This is an optimization exercise on Yosys and OpenROAD, whose aim is small area, a short achievable clock period and few clock cycles, not a production implementation. Function was checked by simulation only, so behaviour that the tests miss may differ from the original. Power is estimated from default activity; no workload was simulated.

--- design/flow/design.v ---
module divider (
  input clk, rst_n,
  input start,
  input [31:0] div, dsr,
  output [31:0] q, r,
  output err,
  output done
);
  wire clr_q, inc_q;
  wire clr_r, ld_r, dec_r;
  wire ld_div, ld_dsr;
  wire ld_err, clr_err;
  wire rltdsr;
  datapath dp (
    clk, rst_n,
    div, dsr,
    q, r,
    err,
    clr_q,
    inc_q,
    clr_r,
    ld_r,
    dec_r,
    ld_div,
    ld_dsr,
    ld_err,
    clr_err,
    rltdsr
  );
  controller ct (
    clk, rst_n,
    start,
    done,
    clr_q,
    inc_q,
    clr_r,
    ld_r,
    dec_r,
    ld_div,
    ld_dsr,
    ld_err,
    clr_err,
    err,
    rltdsr
  );
endmodule
module controller (
  input clk, rst_n,
  input start,
  output reg done,
  output reg clr_q,
  output reg inc_q,
  output reg clr_r,
  output reg ld_r,
  output reg dec_r,
  output reg ld_div,
  output reg ld_dsr,
  output reg ld_err,
  output reg clr_err,
  input err,
  input rltdsr
);
  parameter S0   = 3'd0;
  parameter S1   = 3'd1;
  parameter S2   = 3'd2;
  parameter S3   = 3'd3;
  parameter DONE = 3'd4;
  reg [2:0] cstate, nstate;
  always @( posedge clk )
    if( !rst_n )
      cstate <= S0;
    else
      cstate <= nstate;
  always @* begin
    done    <= 0;
    clr_q   <= 0;
    inc_q   <= 0;
    clr_r   <= 0;
    ld_r    <= 0;
    dec_r   <= 0;
    ld_div  <= 0;
    ld_dsr  <= 0;
    ld_err  <= 0;
    clr_err <= 0;
    case( cstate )
      S0 : begin
        if( start ) begin
          ld_div  <= 1;
          ld_dsr  <= 1;
          ld_err  <= 1;
          nstate  <= S1;
        end
        else begin
          ld_div  <= 0;
          ld_dsr  <= 0;
          ld_err  <= 0;
          nstate  <= S0;
        end
      end
      S1 : begin
        clr_q  <= 1;
        ld_r   <= 1;
        if( err ) begin
          clr_r  <= 1;
          nstate <= DONE;
        end
        else begin
          clr_r  <= 0;
          nstate <= S2;
        end
      end
      S2 : begin
        if( rltdsr )
          nstate <= DONE;
        else
          nstate <= S3;
      end
      S3 : begin
        if( rltdsr ) begin
          dec_r  <= 0;
          inc_q  <= 0;
          nstate <= DONE;
        end
        else begin
          dec_r  <= 1;
          inc_q  <= 1;
          nstate <= S3;
        end
      end
      DONE : begin
        done    <= 1;
        nstate  <= S0;
      end
      default : begin
        nstate <= S0;
      end
    endcase
  end
endmodule
module datapath (
  input clk, rst_n,
  input [31:0] div, dsr,
  output reg [31:0] q, r,
  output reg err,
  input clr_q,
  input inc_q,
  input clr_r,
  input ld_r,
  input dec_r,
  input ld_div,
  input ld_dsr,
  input ld_err,
  input clr_err,
  output rltdsr
);
  reg [31:0] div_reg, dsr_reg;
  wire dsr_zero;
  always @( posedge clk )
    if( !rst_n )
      q <= 32'd0;
    else
      if( clr_q )
        q <= 32'd0;
      else
        if( inc_q )
          q <= q + 32'd1;
        else
          q <= q;
  always @( posedge clk )
    if( !rst_n )
      r <= 32'd0;
    else
      if( clr_r )
        r <= 32'd0;
      else
        if( ld_r )
          r <= div_reg;
        else
          if( dec_r )
            r <= r - dsr_reg;
          else
            r <= r;
  assign rltdsr = ( r < dsr_reg );
  always @( posedge clk )
    if( !rst_n )
      div_reg <= 32'd0;
    else
      if( ld_div )
        div_reg <= div;
      else
        div_reg <= div_reg;
  always @( posedge clk )
    if( !rst_n )
      dsr_reg <= 32'd0;
    else
      if( ld_dsr )
        dsr_reg <= dsr;
      else
        dsr_reg <= dsr_reg;
  always @( posedge clk )
    if( !rst_n )
      err <= 0;
    else
      if( clr_err )
        err <= 0;
      else
        if( ld_err )
          err <= dsr_zero;
        else
          err <= err;
  assign dsr_zero = ( dsr == 32'd0 );
endmodule
--- design/flow/run.sh ---
#!/bin/bash
# synth_recipe.tcl (not shown) runs the flow's synth.tcl, then flattens the netlist and writes it again
# the make line also repeats each setting of config.mk as NAME=value (left out here)
make -C /OpenROAD-flow-scripts/flow DESIGN_CONFIG=/design/flow/config.mk WORK_HOME=/design/flow/orfs CLKGATE_MAP_FILE= SYNTH_SCRIPT=/design/flow/synth_recipe.tcl finish
--- design/flow/config.mk ---
export PLATFORM = sky130hd
export DESIGN_NAME = divider
export DESIGN_NICKNAME = divider
export VERILOG_FILES = /design/flow/design.v
export SDC_FILE = /design/flow/constraint.sdc
export NUM_CORES = 4
export LEC_CHECK = 0
export CAP_MARGIN = 20
export CORE_MARGIN = 2
export CORE_UTILIZATION = 40
export SLEW_MARGIN = 20
--- design/flow/constraint.sdc ---
create_clock -name core_clock -period 4.0 [get_ports {clk}]
set_input_delay 0.8000 -clock core_clock [delete_from_list [all_inputs] [get_ports {clk}]]
set_output_delay 0.8000 -clock core_clock [all_outputs]
set_load 0.01 [all_outputs]
==> impl_metrics.prom, run 1 <==
# TYPE chip_impl_metric gauge
chip_impl_info{name="outcome",value="timing/DRC/antenna clean"} 1
chip_impl_metric{name="grt-ovfl-total",unit=""} 0
chip_impl_metric{name="yosys_warnings",unit=""} 2
chip_impl_metric{name="post_cts_resize_count",unit=""} 0
chip_impl_metric{name="number_of_buffers_inserted_during_clock_tree_synthesis",unit=""} 17
chip_impl_metric{name="clock_pin_slew_on_the_worst_setup_and_hold_paths",unit="ns"} 0.06
chip_impl_metric{name="layout-area-overhead-vs-synth",unit="%"} 28.6
chip_impl_metric{name="timing.max_cap.violations",unit=""} 0
chip_impl_metric{name="ff2ff_path_depth",unit=""} 11
chip_impl_info{name="setup_cp_type",value="flop to flop"} 1
chip_impl_info{name="category_of_the_worst_setup_path_capture_point",value="flop"} 1
chip_impl_metric{name="setup_viol",unit=""} 0
chip_impl_metric{name="post-layout-total-power",unit="W"} 0.00397
chip_impl_info{name="grt_setup_unrepaired",value="false"} 1
chip_impl_info{name="timing.critical_path.from_type",value="flop"} 1
chip_impl_metric{name="fin_skew",unit="ns"} 0.00647
chip_impl_metric{name="routed_via_density",unit=""} 5.41
chip_impl_info{name="setup_crit_end",value="dp.r[26]$_SDFFE_PP0P_"} 1
chip_impl_metric{name="total_leakage_power",unit="nW"} 3.42
chip_impl_metric{name="core_region_area",unit="um^2"} 18000
chip_impl_metric{name="core.rowCount",unit=""} 49
chip_impl_metric{name="wire_length_of_the_first_global_routing_pass",unit="um"} 34500
chip_impl_metric{name="drt.antenna.violating_nets",unit=""} 0
chip_impl_metric{name="pwr-share-comb",unit=""} 0.236
chip_impl_metric{name="vdd_drop_max",unit="uV"} 316
chip_impl_metric{name="worst_slew_margin_rel",unit=""} 0.455
chip_impl_metric{name="number_of_hold_buffers_added_after_cts",unit=""} 0
chip_impl_metric{name="die_height",unit="um"} 139
chip_impl_metric{name="p_int",unit="W"} 0.00279
chip_impl_metric{name="power_frac_clock",unit=""} 0.403
chip_impl_metric{name="grt_max_degree",unit=""} 56
chip_impl_metric{name="syn-mean-instance-area",unit="um^2"} 7.98
chip_impl_metric{name="async_reset_ff_frac",unit=""} 0
chip_impl_info{name="clockRootBuffer",value="sky130_fd_sc_hd__clkbuf_16"} 1
chip_impl_metric{name="grt_antenna_before_repair",unit=""} 0
chip_impl_metric{name="vias",unit=""} 6883
chip_impl_metric{name="ioPinCount",unit=""} 133
chip_impl_metric{name="critPathMaxFanout",unit=""} 4
chip_impl_metric{name="drt_drc_violations_left",unit=""} 0
chip_impl_metric{name="power_switching",unit="W"} 0.00119
chip_impl_metric{name="first_iter_violations",unit=""} 475
chip_impl_metric{name="worstPathArrival",unit="ns"} 3.60
chip_impl_metric{name="die_width",unit="um"} 139
chip_impl_metric{name="multi_input_area",unit="um^2"} 4310
chip_impl_metric{name="layout_worst_path_cycle_share",unit=""} 0.827
chip_impl_metric{name="wire_per_inst",unit="um"} 16.7
chip_impl_metric{name="start_util",unit=""} 0.407
chip_impl_metric{name="switching_share",unit=""} 0.298
chip_impl_metric{name="cts.path.max_buffers",unit=""} 2
chip_impl_metric{name="cts.sink_count",unit=""} 132
chip_impl_metric{name="setup_tns",unit="ns"} 0
chip_impl_info{name="worst_r2r_startpoint",value="dp.r[0]$_SDFFE_PP0P_"} 1
chip_impl_metric{name="post_synth_instance_area",unit="um^2"} 7310
chip_impl_metric{name="finalCriticalPeriod",unit="ns"} 3.31
chip_impl_metric{name="num_antenna_cells",unit=""} 0
chip_impl_metric{name="reg_to_reg_slack_setup",unit="ns"} 0.69
chip_impl_info{name="critical_path.cell_chain",value="inv_1 > ha_1 > fa_1 > nand2b_1 > a21oi_1 > o21ai_0 > a2111oi_0 > nor3_1 > nor3_1 > xnor2_1 > o21ai_0"} 1
chip_impl_metric{name="fp.dieArea",unit="um^2"} 19400
chip_impl_metric{name="place.port_buffers",unit=""} 132
chip_impl_info{name="tritoncts_clock_tree",value="yes"} 1
chip_impl_metric{name="drive_above_1_share",unit=""} 0.0642
chip_impl_metric{name="synth-edff-count",unit=""} 0
chip_impl_info{name="worst_min_delay_path_class",value="flop to flop"} 1
chip_impl_metric{name="slowest_delay",unit="ns"} 0.73
chip_impl_metric{name="route.final.wire_length",unit="um"} 21300
chip_impl_info{name="r2r-end",value="dp.r[26]$_SDFFE_PP0P_"} 1
chip_impl_metric{name="cts_setup_buffers",unit=""} 0
chip_impl_metric{name="fin_nets",unit=""} 1133
chip_impl_metric{name="share_seq_of_total_power",unit=""} 0.361
chip_impl_metric{name="maxSlewViolCount",unit=""} 0
chip_impl_metric{name="dpl.hpwl",unit="um"} 16100
chip_impl_info{name="crit_path_start",value="dp.r[0]$_SDFFE_PP0P_"} 1
chip_impl_metric{name="post_synth_num_cell_types",unit=""} 70
chip_impl_metric{name="post_syn_nets",unit=""} 1017
chip_impl_metric{name="drtPass1Iterations",unit=""} 6
chip_impl_metric{name="worst_pin_slew",unit="ns"} 0.816
chip_impl_metric{name="fillers",unit=""} 1785
chip_impl_metric{name="finalWeightedCongestion",unit=""} 0.903
chip_impl_metric{name="seq_area",unit="um^2"} 2640
chip_impl_metric{name="clock_insertion_delay_worst_skew",unit="ns"} 0.42
chip_impl_metric{name="cellPowerDensity",unit="nW/um^2"} 423
chip_impl_metric{name="grt_pass1_vias",unit=""} 6531
chip_impl_metric{name="globalRouteTotalUtil",unit=""} 0.222
chip_impl_info{name="yosys_most_used_dff",value="sky130_fd_sc_hd__dfxtp_1"} 1
chip_impl_metric{name="ys_seq_area_frac",unit=""} 0.362
chip_impl_info{name="timing.critical_path.slowest_stage_cell",value="sky130_fd_sc_hd__a2111oi_0"} 1
chip_impl_metric{name="fmax",unit="GHz"} 0.302
chip_impl_metric{name="syn_inst",unit=""} 916
chip_impl_metric{name="hold_viol_final",unit=""} 0
chip_impl_metric{name="clock_tree.htree_level_count",unit=""} 4
chip_impl_metric{name="worst_ep_required_time",unit="ns"} 4.29
chip_impl_metric{name="postSynthRegisterBits",unit=""} 132
power groups by stage:
| stage | Clock (W) | Sequential, W | Combinational [W] |
|---|---|---|---|
| finish | 0.00160 | 0.00144 | 0.000937 |
| global route | 0.00168 | 0.00144 | 0.00104 |
| CTS | 0.00163 | 0.00144 | 0.000933 |
| detailed placement | 0 | 0.00146 | 0.000927 |
| global placement | 0 | 0.00146 | 0.000931 |
| floorplan | 0 | 0.00145 | 0.000644 |
synth_stat cells (all sizes together), types with 4 or more instances:
cell      n  share of area
buf      13          0.010
dfxtp   132           0.36
and2      5         0.0043
a21oi    63          0.045
nand3    22          0.015
nor4     21          0.022
or3      14          0.012
o22ai     4         0.0034
clkbuf   31          0.016
o21ai    40          0.030
nor2     56          0.029
xor2     15          0.018
nand2   174          0.089
xnor2    30          0.036
ha       33          0.056
a221o     7         0.0096
a21boi   65          0.068
nand4    15          0.014
and3     13          0.011
a31oi     7         0.0060
o211ai    7         0.0072
o21a      5         0.0051
nor2b     5         0.0043
nor3     18          0.015
nand2b   10         0.0086
a21o     13          0.013
a22oi    10          0.010
inv      46          0.024
critical path: cells and delay by family, from the launching register on:
| kind | cells | cell delay [ns] |
|---|---|---|
| and+or+nand+nor | 3 | 0.60 |
| buffers and inverters | 1 | 0.06 |
| xor gates and xnor gates | 1 | 0.14 |
| DFF | 1 | 0.32 |
| AOI/OAI and AO/OA | 4 | 1.43 |
| adders and majority gates | 2 | 0.62 |
final cells by class:
class                   instances  area share
flip-flops and latches        132       0.281
multi-input cells             694       0.458
clock buffers                  19      0.0482
clock inverters                12      0.0164
inverters                      46      0.0184
repair buffers                141       0.147
well taps                     229      0.0305
routing by layer:
layer,up-vias,GRT usage,share of wire,routed length (um)
met5,-,0,0,0
met4,0,0.0670,0.017,367
met3,22,0.0401,0.057,1210
met2,220,0.331,0.43,9070
met1,3172,0.325,0.50,10600
li1,3469,-,-,-
through the flow:
step                      utilization  hold slack (ns)  worst slack [ns]  std cells  area [um^2]
after floorplan                     -            0.436              1.29        916         7310
after global placement          0.490            0.451             0.770       1242         8790
after detailed placement        0.490            0.459             0.764       1242         8790
after CTS                       0.523            0.467             0.705       1273         9400
after global routing            0.523            0.481             0.434       1273         9400
final                           0.523            0.464             0.694       1273         9400
logic make-up after synthesis:
group	count (synthesis)	synth area share
and+or+nand+nor	363	0.236
adders and majority gates	34	0.0592
buffers and inverters	90	0.0498
AOI/OAI and AO/OA	251	0.238
xor gates and xnor gates	45	0.0539
muxes	1	0.00137
DFF	132	0.362
how the worst min path moves through the flow:
stage,startpoint,to,slack (ns),cells after the start
5_1_grt,dp.dsr_reg[14]$_SDFFE_PN0P_,dp.dsr_reg[14]$_SDFFE_PN0P_,0.48,2
4_1_cts,dp.dsr_reg[4]$_SDFFE_PN0P_,dp.dsr_reg[4]$_SDFFE_PN0P_,0.47,2
2_1_floorplan,dp.div_reg[19]$_SDFFE_PN0P_,dp.r[19]$_SDFFE_PP0P_,0.44,2
3_3_place_gp,dp.dsr_reg[2]$_SDFFE_PN0P_,dp.dsr_reg[2]$_SDFFE_PN0P_,0.45,2
6_report,dp.div_reg[27]$_SDFFE_PN0P_,dp.div_reg[27]$_SDFFE_PN0P_,0.46,2
3_5_place_dp,dp.dsr_reg[4]$_SDFFE_PN0P_,dp.dsr_reg[4]$_SDFFE_PN0P_,0.46,2
cells in the final DEF (no fill, tap or decap), drive strengths merged, types with 7 or more instances in the layout:
cell	n
a21boi	65
a21o	13
a21oi	63
a221o	7
a22oi	10
a31oi	7
and3	13
buf	10
clkbuf	19
clkdlybuf4s50	131
dfxtp	132
ha	33
inv	48
nand2	174
nand2b	10
nand3	22
nand4	15
nor2	56
nor3	18
nor4	21
o211ai	7
o21ai	40
or3	14
xnor2	30
xor2	15
Testbench counts, summed over its fixed seeds: cycles 1,052,470.
==> run 2: changes to the inputs <==
==> design/flow/design.v (replaced) <==
module divider (
  input clk, rst_n,
  input start,
  input [31:0] div, dsr,
  output [31:0] q, r,
  output err,
  output done
);
  wire       idle, align, iter, last, ge;
  wire       k_neg, k_zero, dsr_zero;
  datapath dp (
    .clk(clk),
    .div(div), .dsr(dsr),
    .idle(idle), .align(align), .iter(iter),
    .q(q), .r(r), .err(err),
    .ge(ge), .last(last),
    .k_neg(k_neg), .k_zero(k_zero), .dsr_zero(dsr_zero)
  );
  controller ct (
    .clk(clk), .rst_n(rst_n), .start(start),
    .k_neg(k_neg), .k_zero(k_zero), .dsr_zero(dsr_zero), .last(last),
    .idle(idle), .align(align), .iter(iter), .done(done)
  );
endmodule
module controller (
  input      clk, rst_n,
  input      start,
  input      k_neg, k_zero, dsr_zero, last,
  output     idle,
  output reg align, iter, done
);
  assign idle = !(align || iter || done);
  always @( posedge clk )
    if( !rst_n ) begin
      align <= 1'b0;
      iter  <= 1'b0;
      done  <= 1'b0;
    end
    else begin
      align <= idle && start && !dsr_zero && !k_neg && !k_zero;
      iter  <= (idle && start && !dsr_zero && k_zero) || align || (iter && !last);
      done  <= (idle && start && (dsr_zero || k_neg)) || (iter && last);
    end
endmodule
module datapath (
  input             clk,
  input      [31:0] div, dsr,
  input             idle, align, iter,
  output reg [31:0] q, r,
  output reg        err,
  output            ge, last,
  output            k_neg, k_zero, dsr_zero
);
  reg [31:0] d;       
  reg  [4:0] k;       
  function [4:0] msb;
    input [31:0] x;
    integer i;
    begin
      msb = 5'd0;
      for( i = 0; i < 32; i = i + 1 )
        if( x[i] )
          msb = i;
    end
  endfunction
  wire [5:0] kd = {1'b0, msb(div)} - {1'b0, msb(dsr)};
  assign dsr_zero = ( dsr == 32'd0 );
  assign k_neg    = kd[5];
  assign k_zero   = ( kd == 6'd0 );
  wire [32:0] diff = {1'b0, r} - {1'b0, d};
  assign ge   = !diff[32];
  assign last = ( k == 5'd0 );
  always @( posedge clk ) begin
    if( idle ) begin
      r   <= dsr_zero ? 32'd0 : div;
      d   <= dsr;
      k   <= kd[4:0];
      q   <= 32'd0;
      err <= dsr_zero;
    end
    else if( align ) begin
      d   <= d << k;
    end
    else if( iter ) begin
      if( ge )
        r <= diff[31:0];
      q <= {q[30:0], ge};
      d <= d >> 1;
      k <= k - 5'd1;
    end
  end
endmodule
--- a/design/flow/config.mk
+++ b/design/flow/config.mk
@@ -8,4 +8,5 @@
 export CAP_MARGIN = 20
 export CORE_MARGIN = 2
 export CORE_UTILIZATION = 40
+export SETUP_SLACK_MARGIN = 1.8
 export SLEW_MARGIN = 20
==> run 2 against run 1 <==
Against the previous run: clock skew increased by 0.0015 ns; utilization increased by 9.8 points; worst setup slack got worse by 0.015 ns; register-to-register slack improved by 0.07 ns; largest power group is now combinational cells; wire length increased by 51%; fmax decreased by 0.45%; total power increased to 2.5 times the previous value; area after synthesis increased by 12%; combinational power increased to 7.5 times the previous value; critical endpoint is now ct.iter$_SDFF_PN0_; non-clock buffer count increased by 160; still clean on timing, DRC and antenna; worst hold slack got worse by 0.0020 ns.
==> impl_metrics.prom, run 2 <==
# TYPE chip_impl_metric gauge
chip_impl_metric{name="yosys_warnings",unit=""} 2
chip_impl_info{name="grt_setup_unrepaired",value="true"} 1
chip_impl_metric{name="fin_nets",unit=""} 1369
chip_impl_metric{name="setup_viol",unit=""} 0
chip_impl_metric{name="fin_skew",unit="ns"} 0.00797
chip_impl_metric{name="hold_viol_final",unit=""} 0
chip_impl_metric{name="route.final.wire_length",unit="um"} 32200
chip_impl_metric{name="dpl.hpwl",unit="um"} 21300
chip_impl_metric{name="worst_ep_required_time",unit="ns"} 4.31
chip_impl_metric{name="die_width",unit="um"} 147
chip_impl_metric{name="cts.path.max_buffers",unit=""} 2
chip_impl_metric{name="grt_antenna_before_repair",unit=""} 5
chip_impl_metric{name="grt_max_degree",unit=""} 48
chip_impl_info{name="hold_path_startpoint",value="dp.q[31]$_SDFFE_PP0P_"} 1
chip_impl_metric{name="ff2ff_path_depth",unit=""} 13
chip_impl_metric{name="grt_pass1_vias",unit=""} 8447
chip_impl_metric{name="worst_slew_margin_rel",unit=""} 0.537
chip_impl_metric{name="worst_pin_slew",unit="ns"} 0.692
chip_impl_info{name="final_cell_mix",value="160 x sky130_fd_sc_hd__nand2_1, 119 x sky130_fd_sc_hd__buf_4, 99 x sky130_fd_sc_hd__clkdlybuf4s50_1, 77 x sky130_fd_sc_hd__nor2_1, 70 x sky130_fd_sc_hd__edfxtp_1"} 1
chip_impl_info{name="worst_r2r_startpoint",value="dp.d[0]$_DFFE_PP_"} 1
chip_impl_metric{name="number_of_hold_buffers_added_after_cts",unit=""} 0
chip_impl_metric{name="yosys.area.top_type_share",unit=""} 0.256
chip_impl_metric{name="vdd_drop_max",unit="uV"} 524
chip_impl_info{name="worst_min_delay_path_class",value="flop to flop"} 1
chip_impl_metric{name="post_synth_num_cell_types",unit=""} 70
chip_impl_metric{name="drtPass1Iterations",unit=""} 5
chip_impl_metric{name="clock_insertion_delay_worst_skew",unit="ns"} 0.37
chip_impl_info{name="post_synth_main_area_contributors",value="sky130_fd_sc_hd__edfxtp_1 26%, sky130_fd_sc_hd__dfxtp_1 8.5%, sky130_fd_sc_hd__nand2_1 7.8%, sky130_fd_sc_hd__ha_1 5.8%, sky130_fd_sc_hd__mux4_2 5.8%"} 1
chip_impl_metric{name="start_util",unit=""} 0.407
chip_impl_metric{name="core.rowCount",unit=""} 52
chip_impl_metric{name="clock_tree.htree_level_count",unit=""} 3
chip_impl_info{name="setup_cp_type",value="input pin to flop"} 1
chip_impl_metric{name="finalWorstSetupSlack",unit="ns"} 0.679
chip_impl_metric{name="total_leakage_power",unit="nW"} 4.99
chip_impl_metric{name="timing.max_cap.violations",unit=""} 0
chip_impl_info{name="category_of_the_worst_setup_path_capture_point",value="flop"} 1
chip_impl_metric{name="layout_worst_path_cycle_share",unit=""} 0.830
chip_impl_metric{name="place.port_buffers",unit=""} 132
chip_impl_metric{name="timing.hold.worst_path_depth",unit=""} 2
chip_impl_metric{name="grt-ovfl-total",unit=""} 0
chip_impl_metric{name="routed_via_density",unit=""} 5.83
chip_impl_info{name="most_used_standard_cells_in_the_synthesized_netlist",value="171 x sky130_fd_sc_hd__nand2_1, 94 x sky130_fd_sc_hd__a21oi_1, 88 x sky130_fd_sc_hd__nor2_1"} 1
chip_impl_metric{name="async_reset_ff_frac",unit=""} 0
chip_impl_metric{name="clock_pin_slew_on_the_worst_setup_and_hold_paths",unit="ns"} 0.08
chip_impl_metric{name="fmax",unit="GHz"} 0.301
chip_impl_metric{name="ys_seq_area_frac",unit=""} 0.342
chip_impl_metric{name="whs",unit="ns"} 0.462
chip_impl_info{name="timing.critical_path.from_type",value="input pin"} 1
chip_impl_metric{name="ioPinCount",unit=""} 133
chip_impl_metric{name="worstPathArrival",unit="ns"} 3.63
chip_impl_metric{name="postSynthRegisterBits",unit=""} 105
chip_impl_metric{name="finalWeightedCongestion",unit=""} 0.954
chip_impl_metric{name="number_of_buffers_inserted_during_clock_tree_synthesis",unit=""} 9
chip_impl_metric{name="drive_above_1_share",unit=""} 0.305
chip_impl_metric{name="reg_to_reg_slack_setup",unit="ns"} 0.76
chip_impl_info{name="tritoncts_clock_tree",value="yes"} 1
chip_impl_metric{name="syn_inst",unit=""} 999
chip_impl_metric{name="wire_length_of_the_first_global_routing_pass",unit="um"} 47100
chip_impl_metric{name="maxSlewViolCount",unit=""} 0
chip_impl_metric{name="globalRouteTotalUtil",unit=""} 0.281
chip_impl_metric{name="cellPowerDensity",unit="nW/um^2"} 793
chip_impl_metric{name="drt_drc_violations_left",unit=""} 0
chip_impl_metric{name="fillers",unit=""} 1687
chip_impl_info{name="layout.cells.most_common",value="sky130_fd_sc_hd__nand2_1"} 1
chip_impl_metric{name="cts.sink_count",unit=""} 105
chip_impl_metric{name="drt.antenna.violating_nets",unit=""} 0
chip_impl_info{name="clockRootBuffer",value="sky130_fd_sc_hd__clkbuf_16"} 1
chip_impl_metric{name="first_iter_violations",unit=""} 802
chip_impl_metric{name="post_syn_nets",unit=""} 1106
chip_impl_info{name="largestRegisters",value="dp.d (32), dp.q (32), dp.r (32)"} 1
chip_impl_info{name="outcome",value="timing/DRC/antenna clean"} 1
chip_impl_info{name="yosysMostFrequentCell",value="sky130_fd_sc_hd__nand2_1"} 1
chip_impl_metric{name="vias",unit=""} 8985
chip_impl_metric{name="finalCoreUtilization",unit=""} 0.621
chip_impl_metric{name="post-layout-total-power",unit="W"} 0.00994
chip_impl_metric{name="syn-mean-instance-area",unit="um^2"} 8.21
chip_impl_info{name="hold_ep",value="dp.q[31]$_SDFFE_PP0P_"} 1
chip_impl_metric{name="finalCriticalPeriod",unit="ns"} 3.32
chip_impl_info{name="r2r-end",value="dp.r[1]$_DFFE_PP_"} 1
chip_impl_metric{name="core_region_area",unit="um^2"} 20200
chip_impl_metric{name="die_height",unit="um"} 147
chip_impl_metric{name="wire_per_inst",unit="um"} 20.9
chip_impl_metric{name="fp.dieArea",unit="um^2"} 21700
chip_impl_metric{name="critPathMaxFanout",unit=""} 2
chip_impl_info{name="yosys_most_used_dff",value="sky130_fd_sc_hd__edfxtp_1"} 1
chip_impl_metric{name="post_synth_instance_area",unit="um^2"} 8200
chip_impl_info{name="netlist.top_cell.by_area",value="sky130_fd_sc_hd__edfxtp_1"} 1
chip_impl_metric{name="layout-area-overhead-vs-synth",unit="%"} 52.8
chip_impl_metric{name="setup_slack_after_placement",unit="ns"} -0.256
chip_impl_metric{name="synth-edff-count",unit=""} 70
run 2: cell count changes after synthesis, moves of 20 or more:
cell	before	now
sky130_fd_sc_hd__mux4_2	0	21
sky130_fd_sc_hd__a21boi_0	64	4
sky130_fd_sc_hd__o21ai_0	37	78
sky130_fd_sc_hd__a21oi_1	62	94
sky130_fd_sc_hd__nor2_1	54	88
sky130_fd_sc_hd__o22ai_1	4	24
sky130_fd_sc_hd__dfxtp_1	132	35
sky130_fd_sc_hd__edfxtp_1	0	70
run 2: power by group:
part           total, W  internal (W)  switching (W)
Combinational   0.00707       0.00339        0.00368
Sequential      0.00191       0.00158       0.000325
Clock          0.000968      0.000482       0.000485
Total           0.00994       0.00545        0.00449
run 2: metrics by stage:
| stage | TNS [ns] | cells | area [um^2] |
|---|---|---|---|
| after floorplan | 0 | 999 | 8390 |
| after global placement | -0.703 | 1401 | 10200 |
| after detailed placement | -1.08 | 1401 | 10300 |
| after CTS | 0 | 1499 | 11700 |
| after global routing | 0 | 1542 | 12500 |
| final | 0 | 1542 | 12500 |
run 2: cell type report:
type	count	area, um^2	share of cell area
antenna	5	12.5	0.000998
clock buffer	10	250	0.0200
clock inverter	6	65.1	0.00519
inverter	63	248	0.0198
multi-input combinational	782	5960	0.476
sequential	105	2800	0.224
tap	270	338	0.0270
timing repair buffer	301	2850	0.228
run 2: logic make-up after synthesis:
| kind of cell | Yosys count | synth area share |
|---|---|---|
| AO/OA/AOI/OAI | 324 | 0.249 |
| XOR/XNOR | 30 | 0.0320 |
| adder cells (fa/ha/maj) | 40 | 0.0629 |
| buffers and inverters | 112 | 0.0516 |
| flip-flops | 105 | 0.342 |
| multiplexers | 40 | 0.0810 |
| AND/OR/NAND/NOR | 348 | 0.182 |
run 2: worst max path at each step:
stage                     startpoint  slack, ns                 end
after global placement        div[4]      -0.18  ct.iter$_SDFF_PN0_
after detailed placement      div[4]      -0.26  ct.iter$_SDFF_PN0_
after global routing          dsr[2]       0.51   dp.k[4]$_DFFE_PP_
final                         dsr[2]       0.68  ct.iter$_SDFF_PN0_
after floorplan               div[4]       0.68  ct.done$_SDFF_PN0_
after CTS                     dsr[2]       0.60  ct.iter$_SDFF_PN0_
run 2: routing by layer:
| layer | routed length [um] | track usage | part of all wire |
|---|---|---|---|
| met1 | 13200 | 0.388 | 0.41 |
| met3 | 2910 | 0.0441 | 0.090 |
| met2 | 15000 | 0.445 | 0.46 |
| met4 | 1150 | 0.103 | 0.036 |
| met5 | 0 | 0 | 0 |
run 2: timing repair:
item	CTS	global route
gates resized for setup	173	143
gates cloned	3	0
pin swaps	61	89
setup buffers	79	38
endpoints found under the setup margin	145	102
run 2: critical path, cell delays in order:
cell	delay, ns
sky130_fd_sc_hd__buf_8	0.11
sky130_fd_sc_hd__inv_4	0.05
sky130_fd_sc_hd__a21oi_2	0.05
sky130_fd_sc_hd__o21bai_1	0.15
sky130_fd_sc_hd__a21oi_1	0.10
sky130_fd_sc_hd__o21bai_1	0.19
sky130_fd_sc_hd__a21oi_2	0.09
sky130_fd_sc_hd__o41ai_2	0.21
sky130_fd_sc_hd__buf_4	0.18
sky130_fd_sc_hd__a2111oi_4	0.07
sky130_fd_sc_hd__o31ai_2	0.22
sky130_fd_sc_hd__ha_2	0.22
sky130_fd_sc_hd__inv_2	0.05
sky130_fd_sc_hd__fa_2	0.37
sky130_fd_sc_hd__a21o_1	0.19
sky130_fd_sc_hd__a21oi_2	0.17
sky130_fd_sc_hd__xnor2_2	0.09
sky130_fd_sc_hd__nor3b_2	0.19
sky130_fd_sc_hd__nand2_1	0.08
sky130_fd_sc_hd__nand2_1	0.05
Testbench counts of run 2, summed over its fixed seeds: cycles 12,035.
==> run 3: changes to the inputs <==
--- a/design/flow/config.mk
+++ b/design/flow/config.mk
@@ -8,5 +8,5 @@
 export CAP_MARGIN = 20
 export CORE_MARGIN = 2
 export CORE_UTILIZATION = 40
-export SETUP_SLACK_MARGIN = 1.8
+export SETUP_SLACK_MARGIN = 1.2
 export SLEW_MARGIN = 20
==> run 3 against run 2 <==
Against the previous run: sequential cell count unchanged; cell count down 2.9%; clock power about the same; combinational power down 14%; sequential power about the same; wire length down 4.7%; synthesized cell count unchanged.
==> impl_metrics.prom, run 3 <==
# TYPE chip_impl_metric gauge
chip_impl_metric{name="cts.path.max_buffers",unit=""} 2
chip_impl_metric{name="timing.hold.worst_path_depth",unit=""} 2
chip_impl_metric{name="place.port_buffers",unit=""} 132
chip_impl_metric{name="die_height",unit="um"} 147
chip_impl_info{name="final_cell_mix",value="170 x sky130_fd_sc_hd__nand2_1, 115 x sky130_fd_sc_hd__buf_4, 102 x sky130_fd_sc_hd__clkdlybuf4s50_1, 82 x sky130_fd_sc_hd__nor2_1, 79 x sky130_fd_sc_hd__a21oi_1"} 1
chip_impl_metric{name="finalCoreUtilization",unit=""} 0.582
chip_impl_info{name="netlist.top_cell.by_area",value="sky130_fd_sc_hd__edfxtp_1"} 1
chip_impl_metric{name="first_iter_violations",unit=""} 876
chip_impl_metric{name="wire_length_of_the_first_global_routing_pass",unit="um"} 47500
chip_impl_metric{name="grt_pass1_vias",unit=""} 8466
chip_impl_metric{name="syn_inst",unit=""} 999
chip_impl_info{name="worst_r2r_startpoint",value="dp.d[0]$_DFFE_PP_"} 1
chip_impl_metric{name="slowest_delay",unit="ns"} 0.13
chip_impl_metric{name="maxSlewViolCount",unit=""} 0
chip_impl_metric{name="post_synth_and_or_nand_nor_area_fraction",unit=""} 0.182
chip_impl_metric{name="postSynthRegisterBits",unit=""} 105
chip_impl_metric{name="post_synth_instance_area",unit="um^2"} 8200
chip_impl_metric{name="die_width",unit="um"} 147
chip_impl_metric{name="hold_viol_final",unit=""} 0
chip_impl_info{name="layout.cells.most_common",value="sky130_fd_sc_hd__nand2_1"} 1
chip_impl_info{name="r2r-end",value="dp.r[31]$_DFFE_PP_"} 1
chip_impl_metric{name="xor_xnor_share_of_the_synthesized_area",unit=""} 0.0320
chip_impl_info{name="grt_setup_unrepaired",value="true"} 1
chip_impl_metric{name="synth-compound-area-share",unit=""} 0.249
chip_impl_metric{name="grt_antenna_before_repair",unit=""} 0
chip_impl_metric{name="routed_via_density",unit=""} 5.85
chip_impl_metric{name="timing.max_cap.violations",unit=""} 0
chip_impl_metric{name="fillers",unit=""} 1848
chip_impl_metric{name="muxShareOfSynthArea",unit=""} 0.0810
chip_impl_metric{name="vdd_drop_max",unit="uV"} 467
chip_impl_info{name="hold_path_startpoint",value="dp.q[4]$_SDFFE_PP0P_"} 1
chip_impl_metric{name="clock_insertion_delay_worst_skew",unit="ns"} 0.37
chip_impl_info{name="timing.critical_path.slowest_stage_cell",value="sky130_fd_sc_hd__buf_4"} 1
chip_impl_metric{name="drive_above_1_share",unit=""} 0.247
chip_impl_info{name="clockRootBuffer",value="sky130_fd_sc_hd__clkbuf_16"} 1
chip_impl_metric{name="ioPinCount",unit=""} 133
chip_impl_metric{name="drt.antenna.violating_nets",unit=""} 0
chip_impl_info{name="synth_top_family_by_area",value="compound AO/OA/AOI/OAI gates"} 1
chip_impl_metric{name="start_util",unit=""} 0.407
chip_impl_metric{name="critPathMaxFanout",unit=""} 2
chip_impl_info{name="most_used_standard_cells_in_the_synthesized_netlist",value="171 x sky130_fd_sc_hd__nand2_1, 94 x sky130_fd_sc_hd__a21oi_1, 88 x sky130_fd_sc_hd__nor2_1"} 1
chip_impl_metric{name="dpl-instance-area",unit="um^2"} 10100
chip_impl_metric{name="synth_fa_ha_area_frac",unit=""} 0.0629
chip_impl_metric{name="synth-edff-count",unit=""} 70
chip_impl_metric{name="dpl.hpwl",unit="um"} 21300
chip_impl_metric{name="worst_ep_required_time",unit="ns"} 4.22
chip_impl_metric{name="ff2ff_path_depth",unit=""} 13
chip_impl_metric{name="cts.sink_count",unit=""} 105
chip_impl_metric{name="fmax",unit="GHz"} 0.287
chip_impl_info{name="largestRegisters",value="dp.d (32), dp.q (32), dp.r (32)"} 1
chip_impl_metric{name="clock_tree.htree_level_count",unit=""} 3
chip_impl_metric{name="fin_nets",unit=""} 1329
chip_impl_metric{name="total_leakage_power",unit="nW"} 4.66
chip_impl_metric{name="post_syn_nets",unit=""} 1106
chip_impl_metric{name="finalWeightedCongestion",unit=""} 0.977
chip_impl_metric{name="worstPathArrival",unit="ns"} 3.70
chip_impl_info{name="outcome",value="timing/DRC/antenna clean"} 1
chip_impl_metric{name="layout_worst_path_cycle_share",unit=""} 0.870
chip_impl_metric{name="yosys_warnings",unit=""} 2
chip_impl_metric{name="worst_slew_margin_rel",unit=""} 0.393
chip_impl_metric{name="grt_max_degree",unit=""} 40
chip_impl_metric{name="route.final.wire_length",unit="um"} 30700
chip_impl_metric{name="worst_pin_slew",unit="ns"} 0.907
chip_impl_metric{name="drt_drc_violations_left",unit=""} 0
chip_impl_info{name="worst_min_delay_path_class",value="flop to flop"} 1
chip_impl_metric{name="wire_per_inst",unit="um"} 20.5
chip_impl_metric{name="finalWorstSetupSlack",unit="ns"} 0.520
chip_impl_metric{name="post_synth_num_cell_types",unit=""} 70
chip_impl_metric{name="core_region_area",unit="um^2"} 20200
chip_impl_info{name="cpMostUsedCell",value="sky130_fd_sc_hd__buf_4"} 1
chip_impl_info{name="timing.critical_path.from_type",value="input pin"} 1
chip_impl_info{name="hold_ep",value="dp.q[5]$_SDFFE_PP0P_"} 1
chip_impl_metric{name="layout-area-overhead-vs-synth",unit="%"} 43.1
chip_impl_metric{name="whs",unit="ns"} 0.463
chip_impl_metric{name="post-layout-total-power",unit="W"} 0.00895
chip_impl_metric{name="num_antenna_cells",unit=""} 0
chip_impl_metric{name="core.rowCount",unit=""} 52
chip_impl_metric{name="postLayoutCellArea",unit="um^2"} 11700
chip_impl_metric{name="fp.dieArea",unit="um^2"} 21700
chip_impl_metric{name="finalCriticalPeriod",unit="ns"} 3.48
chip_impl_metric{name="cellPowerDensity",unit="nW/um^2"} 763
chip_impl_metric{name="drtPass1Iterations",unit=""} 7
chip_impl_metric{name="grt-ovfl-total",unit=""} 0
chip_impl_metric{name="vias",unit=""} 8752
chip_impl_info{name="yosys_most_used_dff",value="sky130_fd_sc_hd__edfxtp_1"} 1
chip_impl_metric{name="fin_skew",unit="ns"} 0.0130
chip_impl_info{name="setup_cp_type",value="input pin to flop"} 1
chip_impl_metric{name="yosys.area.top_type_share",unit=""} 0.256
chip_impl_metric{name="async_reset_ff_frac",unit=""} 0
chip_impl_metric{name="reg_to_reg_slack_setup",unit="ns"} 0.75
chip_impl_info{name="yosysMostFrequentCell",value="sky130_fd_sc_hd__nand2_1"} 1
chip_impl_info{name="tritoncts_clock_tree",value="yes"} 1
chip_impl_metric{name="ys_seq_area_frac",unit=""} 0.342
chip_impl_metric{name="setup_viol",unit=""} 0
chip_impl_metric{name="globalRouteTotalUtil",unit=""} 0.281
chip_impl_info{name="category_of_the_worst_setup_path_capture_point",value="flop"} 1
chip_impl_metric{name="number_of_buffers_inserted_during_clock_tree_synthesis",unit=""} 9
chip_impl_metric{name="setup_slack_after_placement",unit="ns"} -0.231
chip_impl_info{name="post_synth_main_area_contributors",value="sky130_fd_sc_hd__edfxtp_1 26%, sky130_fd_sc_hd__dfxtp_1 8.5%, sky130_fd_sc_hd__nand2_1 7.8%, sky130_fd_sc_hd__ha_1 5.8%, sky130_fd_sc_hd__mux4_2 5.8%"} 1
chip_impl_metric{name="syn-mean-instance-area",unit="um^2"} 8.21
chip_impl_metric{name="clock_pin_slew_on_the_worst_setup_and_hold_paths",unit="ns"} 0.09
## run 3: cell types whose count changed in the layout (fill, tap and decap cells not counted), moves of 5 or more
| cell | delta |
|---|---|
| sky130_fd_sc_hd__nor2_1 | +5 |
| sky130_fd_sc_hd__nand2_1 | +10 |
| sky130_fd_sc_hd__buf_6 | -33 |
| sky130_fd_sc_hd__a21oi_1 | +10 |
| sky130_fd_sc_hd__diode_2 | -5 |
| sky130_fd_sc_hd__a21oi_2 | -6 |
| sky130_fd_sc_hd__mux2i_1 | +6 |
| sky130_fd_sc_hd__o21ai_0 | +21 |
| sky130_fd_sc_hd__nand2_2 | -8 |
| sky130_fd_sc_hd__o21ai_2 | -5 |
| sky130_fd_sc_hd__o21ai_1 | -12 |
## run 3: how the worst max path moves through the flow
stage,cells after the start,from,slack [ns],to
after CTS,18,dsr[2],0.66,dp.k[4]$_DFFE_PP_
after global routing,18,div[4],0.45,ct.done$_SDFF_PN0_
after global placement,18,dsr[3],-0.12,ct.done$_SDFF_PN0_
after detailed placement,18,dsr[3],-0.23,ct.done$_SDFF_PN0_
final,25,dsr[2],0.52,dp.d[2]$_DFFE_PP_
after floorplan,17,div[4],0.68,ct.done$_SDFF_PN0_
## run 3: per-stage QoR
stage | cells | setup TNS [ns]
after floorplan | 999 | 0
after global placement | 1400 | -0.430
after detailed placement | 1400 | -0.947
after CTS | 1481 | 0
after global routing | 1497 | 0
final | 1497 | 0
## run 3: cells by family after synthesis
logic type / count (synthesis)
buf+inv: 112
flops: 105
mux: 40
fa+ha+maj: 40
compound gates: 324
xor+xnor: 30
simple gates: 348
## run 3: final cells by class
class / count / area (um^2) / share of cell area
clock buffer: 9 / 225 / 0.0192
clock inverter: 7 / 76.3 / 0.00651
inverter: 63 / 239 / 0.0204
multi-input combinational: 782 / 5670 / 0.483
sequential: 105 / 2800 / 0.239
tap: 270 / 338 / 0.0288
timing repair buffer: 261 / 2380 / 0.203
## run 3: timing repair
action                                  CTS  global route
pin swaps                                56            61
hold buffers                              0             0
endpoints found under the setup margin   70            61
cloned                                    2             1
gates resized for setup                 148            77
setup buffers                            63            15
## run 3: power breakdown
group	switching [W]	leakage, nW	internal (W)
Combinational	0.00327	3.50	0.00282
Clock	0.000512	0.151	0.000454
Sequential	0.000322	1.01	0.00158
## run 3: routing by layer
metal / track usage / share of wire / vias to the layer above
li1: - / - / 4096
met1: 0.392 / 0.43 / 4121
met2: 0.432 / 0.44 / 449
met3: 0.0593 / 0.089 / 86
met4: 0.102 / 0.036 / 0
met5: 0 / 0 / -
## run 3: critical path, delay by kind of cell
kind	cells	cell delay, ns
AO/OA/AOI/OAI	1	0.10
buffers and inverters	24	2.77
==> run 4: changes to the inputs <==
--- a/design/flow/config.mk
+++ b/design/flow/config.mk
@@ -8,5 +8,4 @@
 export CAP_MARGIN = 20
 export CORE_MARGIN = 2
 export CORE_UTILIZATION = 40
-export SETUP_SLACK_MARGIN = 1.2
 export SLEW_MARGIN = 20
==> run 4 against run 3 <==
Against the previous run: worst setup slack worse by 0.36 ns; register-to-register slack worse by 0.59 ns; critical path depth is 13 lower; design area is 9.6% lower; still clean on timing, DRC and antenna; area after synthesis stayed put; highest routed layer unchanged; critical path type is now flop to flop.
==> impl_metrics.prom, run 4 <==
# TYPE chip_impl_metric gauge
chip_impl_metric{name="worstPathArrival",unit="ns"} 3.90
chip_impl_metric{name="grt_antenna_before_repair",unit=""} 0
chip_impl_info{name="timing.critical_path.from_type",value="flop"} 1
chip_impl_metric{name="worst_ep_required_time",unit="ns"} 4.06
chip_impl_metric{name="place.port_buffers",unit=""} 132
chip_impl_metric{name="layout-area-overhead-vs-synth",unit="%"} 29.3
chip_impl_info{name="outcome",value="timing/DRC/antenna clean"} 1
chip_impl_metric{name="async_reset_ff_frac",unit=""} 0
chip_impl_metric{name="vias",unit=""} 8259
chip_impl_info{name="most_used_standard_cells_in_the_synthesized_netlist",value="171 x sky130_fd_sc_hd__nand2_1, 94 x sky130_fd_sc_hd__a21oi_1, 88 x sky130_fd_sc_hd__nor2_1"} 1
chip_impl_info{name="yosysMostFrequentCell",value="sky130_fd_sc_hd__nand2_1"} 1
chip_impl_metric{name="finalCriticalPeriod",unit="ns"} 3.84
chip_impl_metric{name="finalWorstSetupSlack",unit="ns"} 0.157
chip_impl_metric{name="grt-ovfl-total",unit=""} 0
chip_impl_metric{name="syn_inst",unit=""} 999
chip_impl_metric{name="post_synth_num_cell_types",unit=""} 70
chip_impl_metric{name="drive_above_1_share",unit=""} 0.119
chip_impl_metric{name="whs",unit="ns"} 0.458
chip_impl_metric{name="drt.antenna.violating_nets",unit=""} 0
chip_impl_info{name="netlist.top_cell.by_area",value="sky130_fd_sc_hd__edfxtp_1"} 1
chip_impl_metric{name="die_width",unit="um"} 147
chip_impl_metric{name="setup_slack_after_placement",unit="ns"} -0.445
chip_impl_metric{name="post-layout-total-power",unit="W"} 0.00768
chip_impl_metric{name="fin_skew",unit="ns"} 0.0121
chip_impl_metric{name="drtPass1Iterations",unit=""} 7
chip_impl_metric{name="critPathMaxFanout",unit=""} 32
chip_impl_metric{name="clock_tree.htree_level_count",unit=""} 3
chip_impl_metric{name="core.rowCount",unit=""} 52
chip_impl_metric{name="finalWeightedCongestion",unit=""} 0.952
chip_impl_metric{name="grt_max_degree",unit=""} 50
chip_impl_metric{name="total_leakage_power",unit="nW"} 4.27
chip_impl_metric{name="clock_insertion_delay_worst_skew",unit="ns"} 0.37
chip_impl_metric{name="wire_length_of_the_first_global_routing_pass",unit="um"} 42500
chip_impl_metric{name="fillers",unit=""} 1943
chip_impl_metric{name="routed_via_density",unit=""} 5.78
chip_impl_metric{name="dpl.hpwl",unit="um"} 20000
chip_impl_info{name="post_synth_main_area_contributors",value="sky130_fd_sc_hd__edfxtp_1 26%, sky130_fd_sc_hd__dfxtp_1 8.5%, sky130_fd_sc_hd__nand2_1 7.8%, sky130_fd_sc_hd__ha_1 5.8%, sky130_fd_sc_hd__mux4_2 5.8%"} 1
chip_impl_metric{name="syn-mean-instance-area",unit="um^2"} 8.21
chip_impl_metric{name="number_of_hold_buffers_added_after_cts",unit=""} 0
chip_impl_metric{name="drt_drc_violations_left",unit=""} 0
chip_impl_info{name="clockRootBuffer",value="sky130_fd_sc_hd__clkbuf_16"} 1
chip_impl_metric{name="vdd_drop_max",unit="uV"} 325
chip_impl_info{name="tritoncts_clock_tree",value="yes"} 1
chip_impl_metric{name="yosys_warnings",unit=""} 2
chip_impl_metric{name="die_height",unit="um"} 147
chip_impl_metric{name="clock_pin_slew_on_the_worst_setup_and_hold_paths",unit="ns"} 0.09
chip_impl_metric{name="route.final.wire_length",unit="um"} 27100
chip_impl_metric{name="setup_viol",unit=""} 0
chip_impl_metric{name="layout_worst_path_cycle_share",unit=""} 0.961
chip_impl_info{name="worst_min_delay_path_class",value="flop to flop"} 1
chip_impl_info{name="final_cell_mix",value="171 x sky130_fd_sc_hd__nand2_1, 123 x sky130_fd_sc_hd__clkdlybuf4s50_1, 92 x sky130_fd_sc_hd__a21oi_1, 84 x sky130_fd_sc_hd__nor2_1, 74 x sky130_fd_sc_hd__o21ai_0"} 1
chip_impl_metric{name="post_syn_nets",unit=""} 1106
chip_impl_metric{name="yosys.area.top_type_share",unit=""} 0.256
chip_impl_metric{name="first_iter_violations",unit=""} 632
chip_impl_metric{name="worst_slew_margin_rel",unit=""} 0.354
chip_impl_metric{name="ioPinCount",unit=""} 133
chip_impl_info{name="grt_setup_unrepaired",value="true"} 1
chip_impl_metric{name="num_antenna_cells",unit=""} 0
chip_impl_info{name="setup_cp_type",value="flop to flop"} 1
chip_impl_metric{name="cellPowerDensity",unit="nW/um^2"} 724
chip_impl_metric{name="start_util",unit=""} 0.407
chip_impl_metric{name="number_of_buffers_inserted_during_clock_tree_synthesis",unit=""} 9
chip_impl_info{name="yosys_most_used_dff",value="sky130_fd_sc_hd__edfxtp_1"} 1
chip_impl_metric{name="cts.sink_count",unit=""} 105
chip_impl_metric{name="maxSlewViolCount",unit=""} 0
chip_impl_metric{name="finalCoreUtilization",unit=""} 0.526
chip_impl_metric{name="timing.max_cap.violations",unit=""} 0
chip_impl_metric{name="globalRouteTotalUtil",unit=""} 0.248
chip_impl_info{name="largestRegisters",value="dp.d (32), dp.q (32), dp.r (32)"} 1
chip_impl_metric{name="ys_seq_area_frac",unit=""} 0.342
chip_impl_metric{name="fin_nets",unit=""} 1262
chip_impl_metric{name="fmax",unit="GHz"} 0.260
chip_impl_metric{name="cts.path.max_buffers",unit=""} 2
chip_impl_metric{name="hold_viol_final",unit=""} 0
chip_impl_metric{name="worst_pin_slew",unit="ns"} 0.967
chip_impl_metric{name="post_synth_instance_area",unit="um^2"} 8200
chip_impl_info{name="category_of_the_worst_setup_path_capture_point",value="flop"} 1
chip_impl_metric{name="core_region_area",unit="um^2"} 20200
chip_impl_metric{name="grt_pass1_vias",unit=""} 7769
chip_impl_metric{name="wire_per_inst",unit="um"} 18.9
chip_impl_metric{name="postSynthRegisterBits",unit=""} 105
chip_impl_metric{name="fp.dieArea",unit="um^2"} 21700
chip_impl_info{name="layout.cells.most_common",value="sky130_fd_sc_hd__nand2_1"} 1
chip_impl_metric{name="synth-edff-count",unit=""} 70
-- run 4: cell counts after synthesis --
Identical to the previous run, type by type.
-- run 4: area by class of cell --
cell class | count | area [um^2] | area share
Tap cell | 270 | 338 | 0.0319
Inverter | 63 | 236 | 0.0223
Sequential cell | 105 | 2800 | 0.264
Clock buffer | 9 | 225 | 0.0212
Multi-Input combinational cell | 782 | 5090 | 0.480
Clock inverter | 7 | 88.8 | 0.00838
Timing Repair Buffer | 194 | 1820 | 0.172
-- run 4: per-layer routing --
layer  global-route usage  share of wire
met1                0.333           0.43
met2                0.399           0.46
met3               0.0500          0.080
met4               0.0880          0.034
met5                    0              0
-- run 4: worst paths after layout --
path                               end  cells after the start  slack (ns)            startpoint
setup / recovery     dp.r[0]$_DFFE_PP_                     12        0.16     dp.d[0]$_DFFE_PP_
hold / removal    dp.q[2]$_SDFFE_PP0P_                      2        0.46  dp.q[1]$_SDFFE_PP0P_
setup reg to reg     dp.r[0]$_DFFE_PP_                     12        0.16     dp.d[0]$_DFFE_PP_
hold reg to reg   dp.q[2]$_SDFFE_PP0P_                      2        0.46  dp.q[1]$_SDFFE_PP0P_
-- run 4: worst max-delay path: stages, from the launching register on --
cell and delay, ns:
sky130_fd_sc_hd__edfxtp_1 0.48, sky130_fd_sc_hd__ha_1 0.26, sky130_fd_sc_hd__fa_1 0.44, sky130_fd_sc_hd__nor2b_4 0.14
sky130_fd_sc_hd__o31a_1 0.26, sky130_fd_sc_hd__o41ai_4 0.11, sky130_fd_sc_hd__a2111oi_1 0.74, sky130_fd_sc_hd__o31ai_1 0.23
sky130_fd_sc_hd__nor2b_1 0.19, sky130_fd_sc_hd__o21ai_1 0.14, sky130_fd_sc_hd__a21oi_1 0.10, sky130_fd_sc_hd__o21ai_2 0.16
sky130_fd_sc_hd__buf_12 0.23
-- run 4: timing repair --
item,in CTS,in global routing
setup buffers,0,3
pin swaps,0,19
gates resized for setup,2,33
endpoints found under the setup margin,2,6
hold endpoints to repair,0,0
-- run 4: per-stage QoR --
step	setup TNS [ns]	cell area (um^2)	instances
floorplan	0	8210	999
global route	-0.00433	10600	1430
CTS	0	10500	1427
finish	0	10600	1430
global placement	-1.53	10100	1411
detailed placement	-1.96	10100	1411
-- run 4: cells by family (layout without fill, tap and decap cells) --
| kind of cell | after synthesis | after routing | share of synthesized area |
|---|---|---|---|
| AOI/OAI and AO/OA | 324 | 324 | 0.249 |
| xor gates and xnor gates | 30 | 30 | 0.0320 |
| adders and majority gates | 40 | 40 | 0.0629 |
| buffers and inverters | 112 | 273 | 0.0516 |
| DFF | 105 | 105 | 0.342 |
| muxes | 40 | 40 | 0.0810 |
| and+or+nand+nor | 348 | 348 | 0.182 |
-- run 4: power by group --
group	total [W]	switching, W	internal, W
clock network	0.000977	0.000518	0.000459
registers	0.00197	0.000387	0.00158
logic	0.00474	0.00266	0.00208
==> run 5: changes to the inputs <==
==> design/flow/design.v (replaced) <==
module divider (
  input clk, rst_n,
  input start,
  input [31:0] div, dsr,
  output [31:0] q, r,
  output err,
  output done
);
  wire idle, align, iter, last, ge, skip;
  datapath dp (
    .clk(clk),
    .div(div), .dsr(dsr),
    .idle(idle), .align(align), .iter(iter),
    .q(q), .r(r), .err(err),
    .ge(ge), .last(last), .skip(skip)
  );
  controller ct (
    .clk(clk), .rst_n(rst_n), .start(start),
    .skip(skip), .last(last),
    .idle(idle), .align(align), .iter(iter), .done(done)
  );
endmodule
module controller (
  input      clk, rst_n,
  input      start,
  input      skip, last,
  output     idle,
  output reg align, iter, done
);
  assign idle = !(align || iter || done);
  always @( posedge clk )
    if( !rst_n ) begin
      align <= 1'b0;
      iter  <= 1'b0;
      done  <= 1'b0;
    end
    else begin
      align <= idle && start;
      iter  <= (align && !skip) || (iter && !last);
      done  <= (align && skip) || (iter && last);
    end
endmodule
module datapath (
  input             clk,
  input      [31:0] div, dsr,
  input             idle, align, iter,
  output reg [31:0] q, r,
  output reg        err,
  output            ge, last, skip
);
  reg [31:0] d;       
  reg  [4:0] k;       
  reg  [4:0] m;       
  function [4:0] msb;
    input [31:0] x;
    reg   [31:0] t, oh;
    integer i, b;
    begin
      t = x;
      for( i = 1; i < 32; i = i * 2 )
        t = t | ( t >> i );
      oh = t & ~( t >> 1 );
      for( b = 0; b < 5; b = b + 1 ) begin
        msb[b] = 1'b0;
        for( i = 0; i < 32; i = i + 1 )
          if( i & ( 1 << b ) )
            msb[b] = msb[b] | oh[i];
      end
    end
  endfunction
  wire dsr_zero = ( dsr == 32'd0 );
  wire [5:0] kd = {1'b0, k} - {1'b0, m};
  assign skip = err || kd[5];
  wire [31:0] diff;
  wire [31:0] gk [0:5];
  wire [31:0] pk [0:5];
  assign gk[0] = r & ~d;
  assign pk[0] = r | ~d;
  genvar lv, bi;
  generate
    for( lv = 0; lv < 5; lv = lv + 1 ) begin : ks
      for( bi = 0; bi < 32; bi = bi + 1 ) begin : bt
        if( bi >= (1 << lv) ) begin : comb
          assign gk[lv+1][bi] = gk[lv][bi] | ( pk[lv][bi] & gk[lv][bi - (1 << lv)] );
          assign pk[lv+1][bi] = pk[lv][bi] & pk[lv][bi - (1 << lv)];
        end
        else begin : pass
          assign gk[lv+1][bi] = gk[lv][bi];
          assign pk[lv+1][bi] = pk[lv][bi];
        end
      end
    end
  endgenerate
  wire [32:0] cy = {gk[5] | pk[5], 1'b1};
  assign diff = r ^ ~d ^ cy[31:0];
  assign ge   = cy[32];
  assign last = ( k == m );
  always @( posedge clk ) begin
    if( idle ) begin
      r   <= dsr_zero ? 32'd0 : div;
      d   <= dsr;
      k   <= msb(div);
      m   <= msb(dsr);
      q   <= 32'd0;
      err <= dsr_zero;
    end
    else if( align ) begin
      d   <= d << kd[4:0];
    end
    else if( iter ) begin
      if( ge )
        r <= diff;
      q <= {q[30:0], ge};
      d <= d >> 1;
      k <= k - 5'd1;
    end
  end
endmodule
==> run 5 against run 4 <==
Against the previous run: still clean on timing, DRC and antenna; sequential share of layout area increased by 0.35 points; design area increased by 4.0%; non-clock buffer count decreased by 38; combinational power grew 9.9%; utilization down 3.4 points; sequential power rose by 5%; count of clock-buffer cells in the layout grew 1; register-to-register slack better by 0.40 ns; via count rose by 1.6%; fmax up 12%; first-iteration DRC count is 1.3% higher; critical path type unchanged; largest cell class unchanged; highest routed layer unchanged.
==> impl_metrics.prom, run 5 <==
# TYPE chip_impl_metric gauge
chip_impl_info{name="yosys_most_used_dff",value="sky130_fd_sc_hd__edfxtp_1"} 1
chip_impl_info{name="final_cell_mix",value="146 x sky130_fd_sc_hd__nand2_1, 132 x sky130_fd_sc_hd__clkdlybuf4s50_1, 108 x sky130_fd_sc_hd__inv_1, 81 x sky130_fd_sc_hd__a21oi_1, 75 x sky130_fd_sc_hd__edfxtp_1"} 1
chip_impl_metric{name="fin_skew",unit="ns"} 0.00973
chip_impl_metric{name="ff2ff_path_depth",unit=""} 10
chip_impl_metric{name="cts.path.max_buffers",unit=""} 2
chip_impl_metric{name="route.final.wire_length",unit="um"} 28400
chip_impl_metric{name="post_synth_num_cell_types",unit=""} 81
chip_impl_metric{name="drtPass1Iterations",unit=""} 5
chip_impl_metric{name="clock_tree.htree_level_count",unit=""} 3
chip_impl_metric{name="power_switching",unit="W"} 0.00383
chip_impl_metric{name="post_synth_instance_area",unit="um^2"} 9080
chip_impl_metric{name="share_seq_of_total_power",unit=""} 0.253
chip_impl_info{name="timing.critical_path.from_type",value="flop"} 1
chip_impl_metric{name="drt.antenna.violating_nets",unit=""} 0
chip_impl_metric{name="finalWeightedCongestion",unit=""} 0.889
chip_impl_metric{name="critPathMaxFanout",unit=""} 32
chip_impl_metric{name="first_iter_violations",unit=""} 640
chip_impl_metric{name="grt_max_degree",unit=""} 58
chip_impl_metric{name="fp.dieArea",unit="um^2"} 23900
chip_impl_info{name="most_used_standard_cells_in_the_synthesized_netlist",value="146 x sky130_fd_sc_hd__nand2_1, 109 x sky130_fd_sc_hd__inv_1, 81 x sky130_fd_sc_hd__a21oi_1"} 1
chip_impl_info{name="timing.critical_path.max_delay_family",value="compound AO/OA/AOI/OAI gates"} 1
chip_impl_info{name="clockRootBuffer",value="sky130_fd_sc_hd__clkbuf_16"} 1
chip_impl_metric{name="postSynthRegisterBits",unit=""} 110
chip_impl_metric{name="setup_tns",unit="ns"} 0
chip_impl_metric{name="cellPowerDensity",unit="nW/um^2"} 743
chip_impl_metric{name="fin_nets",unit=""} 1299
chip_impl_info{name="r2r-end",value="dp.r[0]$_DFFE_PP_"} 1
chip_impl_metric{name="cp.buffers_inverters",unit=""} 1
chip_impl_metric{name="routed_via_density",unit=""} 5.78
chip_impl_metric{name="synth-edff-count",unit=""} 75
chip_impl_metric{name="layout_worst_path_cycle_share",unit=""} 0.861
chip_impl_metric{name="timing.hold.worst_path_depth",unit=""} 2
chip_impl_info{name="outcome",value="timing/DRC/antenna clean"} 1
chip_impl_metric{name="worst_ep_required_time",unit="ns"} 4.00
chip_impl_metric{name="number_of_buffers_inserted_during_clock_tree_synthesis",unit=""} 9
chip_impl_info{name="timing.critical_path.slowest_stage_cell",value="sky130_fd_sc_hd__edfxtp_1"} 1
chip_impl_metric{name="hold_viol_final",unit=""} 0
chip_impl_metric{name="total_leakage_power",unit="nW"} 4.44
chip_impl_info{name="worst_r2r_startpoint",value="dp.d[0]$_DFFE_PP_"} 1
chip_impl_info{name="netlist.top_cell.by_area",value="sky130_fd_sc_hd__edfxtp_1"} 1
chip_impl_metric{name="num_antenna_cells",unit=""} 0
chip_impl_info{name="critical_path.cell_chain",value="ha_1 > nor2b_4 > o21a_4 > o31ai_4 > a211oi_4 > o2111ai_2 > a41oi_2 > o211ai_1 > a21boi_4 > buf_4"} 1
chip_impl_metric{name="clock_pin_slew_on_the_worst_setup_and_hold_paths",unit="ns"} 0.08
chip_impl_info{name="grt_setup_unrepaired",value="false"} 1
chip_impl_metric{name="grt-ovfl-total",unit=""} 0
chip_impl_metric{name="grt_pass1_vias",unit=""} 8119
chip_impl_metric{name="reg_to_reg_slack_setup",unit="ns"} 0.55
chip_impl_metric{name="die_width",unit="um"} 155
chip_impl_metric{name="worst_slew_margin_rel",unit=""} 0.415
## run 5: changes by cell type after synthesis, sizes merged, moves of 11 or more
| cell | previous run | this run |
|---|---|---|
| a21oi | 94 | 83 |
| ha | 38 | 70 |
| inv | 61 | 109 |
| mux2i | 18 | 39 |
| nand2 | 171 | 146 |
| nor2 | 88 | 62 |
| o221ai | 0 | 16 |
| o22ai | 24 | 4 |
## run 5: worst max-delay path by stage
| stage | end | slack (ns) | cells after the start |
|---|---|---|---|
| after floorplan | dp.r[0]$_DFFE_PP_ | 0.62 | 10 |
| after global placement | dp.r[16]$_DFFE_PP_ | 0.44 | 9 |
| after detailed placement | dp.r[16]$_DFFE_PP_ | 0.39 | 9 |
| after CTS | dp.r[0]$_DFFE_PP_ | 0.56 | 10 |
| after global routing | dp.r[0]$_DFFE_PP_ | 0.36 | 10 |
| final | dp.r[0]$_DFFE_PP_ | 0.55 | 10 |
## run 5: worst reg2reg max path: cells and delay by family, from the launching register on
family                     cells  cell delay, ns
AOI/OAI and AO/OA              7            1.73
DFF                            1            0.51
buffers and inverters          1            0.44
adders and majority gates      1            0.26
and+or+nand+nor                1            0.14
## run 5: power groups by stage
stage	logic, W	clock network, W	registers (W)
after floorplan	0.00361	0	0.00200
after global placement	0.00510	0	0.00210
after detailed placement	0.00515	0	0.00209
after CTS	0.00518	0.000924	0.00207
after global routing	0.00573	0.000961	0.00211
final	0.00521	0.000902	0.00207
## run 5: area by class of cell
| cell class | count | area (um^2) | share of cell area |
|---|---|---|---|
| clock buffer | 10 | 229 | 0.0208 |
| clock inverter | 6 | 55.1 | 0.00499 |
| inverter | 109 | 410 | 0.0372 |
| multi-input combinational | 775 | 5510 | 0.500 |
| sequential | 110 | 2950 | 0.268 |
| tap | 285 | 357 | 0.0323 |
| timing repair buffer | 156 | 1510 | 0.137 |
## run 5: routing by layer
layer  GRT usage  up-vias  wire, um
met3      0.0412       37      1700
met4      0.0705        0       592
li1            -     4017         -
met1       0.322     4056     12600
met2       0.389      279     13500
met5           0        -         0
## run 5: through the flow
step	hold WS, ns	util	instances	instance area (um^2)
after floorplan	0.481	-	1048	9080
after global placement	0.452	0.479	1435	10700
after detailed placement	0.451	0.479	1435	10700
after CTS	0.463	0.491	1451	11000
after global routing	0.495	0.491	1451	11000
final	0.460	0.491	1451	11000
## run 5: kinds of logic after synthesis
logic type,after synthesis,share of synthesized area
DFF,110,0.325
buffers and inverters,163,0.0715
AOI/OAI and AO/OA,292,0.220
muxes,61,0.0889
and+or+nand+nor,321,0.166
adders and majority gates,71,0.0987
xor gates and xnor gates,30,0.0298
Testbench counts of run 5, summed over its fixed seeds: cycles 12,149.

port drivers added, routing unchanged:
No port has a modelled driver above. Below, the same layouts with a new extraction and two added sets of constraints. Step 1 (the two cells are an assumption about what drives the block):
set clk [get_ports {clk}]
set_driving_cell -lib_cell sky130_fd_sc_hd__clkbuf_16 $clk
set_driving_cell -lib_cell sky130_fd_sc_hd__buf_2 [delete_from_list [all_inputs] $clk]
Step 2 also shifts input and output timing later by t, the mid clock arrival at the registers, as if the neighbouring blocks saw the same clock. a / b / c = ideal / step 1 / step 2; a / b = the first two.
| run | t, ns | setup WS [ns] | worst hold slack (ns) | worst register clock-pin slew, ns | pins driven straight from the clock port |
|---|---|---|---|---|---|
| run 1 | 0.456 | 0.694 / 0.694 / 0.694 | 0.464 / 0.464 / 0.464 | 0.06 / 0.06 | 1 |
| run 2 | 0.411 | 0.679 / 0.674 / 0.263 | 0.462 / 0.462 / 0.462 | 0.08 / 0.08 | 1 |
| run 3 | 0.415 | 0.520 / 0.513 / 0.098 | 0.463 / 0.463 / 0.463 | 0.09 / 0.09 | 1 |
| run 4 | 0.415 | 0.157 / 0.157 / -0.170 | 0.458 / 0.458 / 0.458 | 0.09 / 0.09 | 1 |
| run 5 | 0.406 | 0.555 / 0.555 / 0.294 | 0.460 / 0.460 / 0.460 | 0.08 / 0.08 | 1 |
With both steps, setup timing fails in run 4, where it was met with ideal ports. For run 3, which loses most, drivers alone change the setup slack by -0.007 ns; drivers and shift together by -0.422 ns.
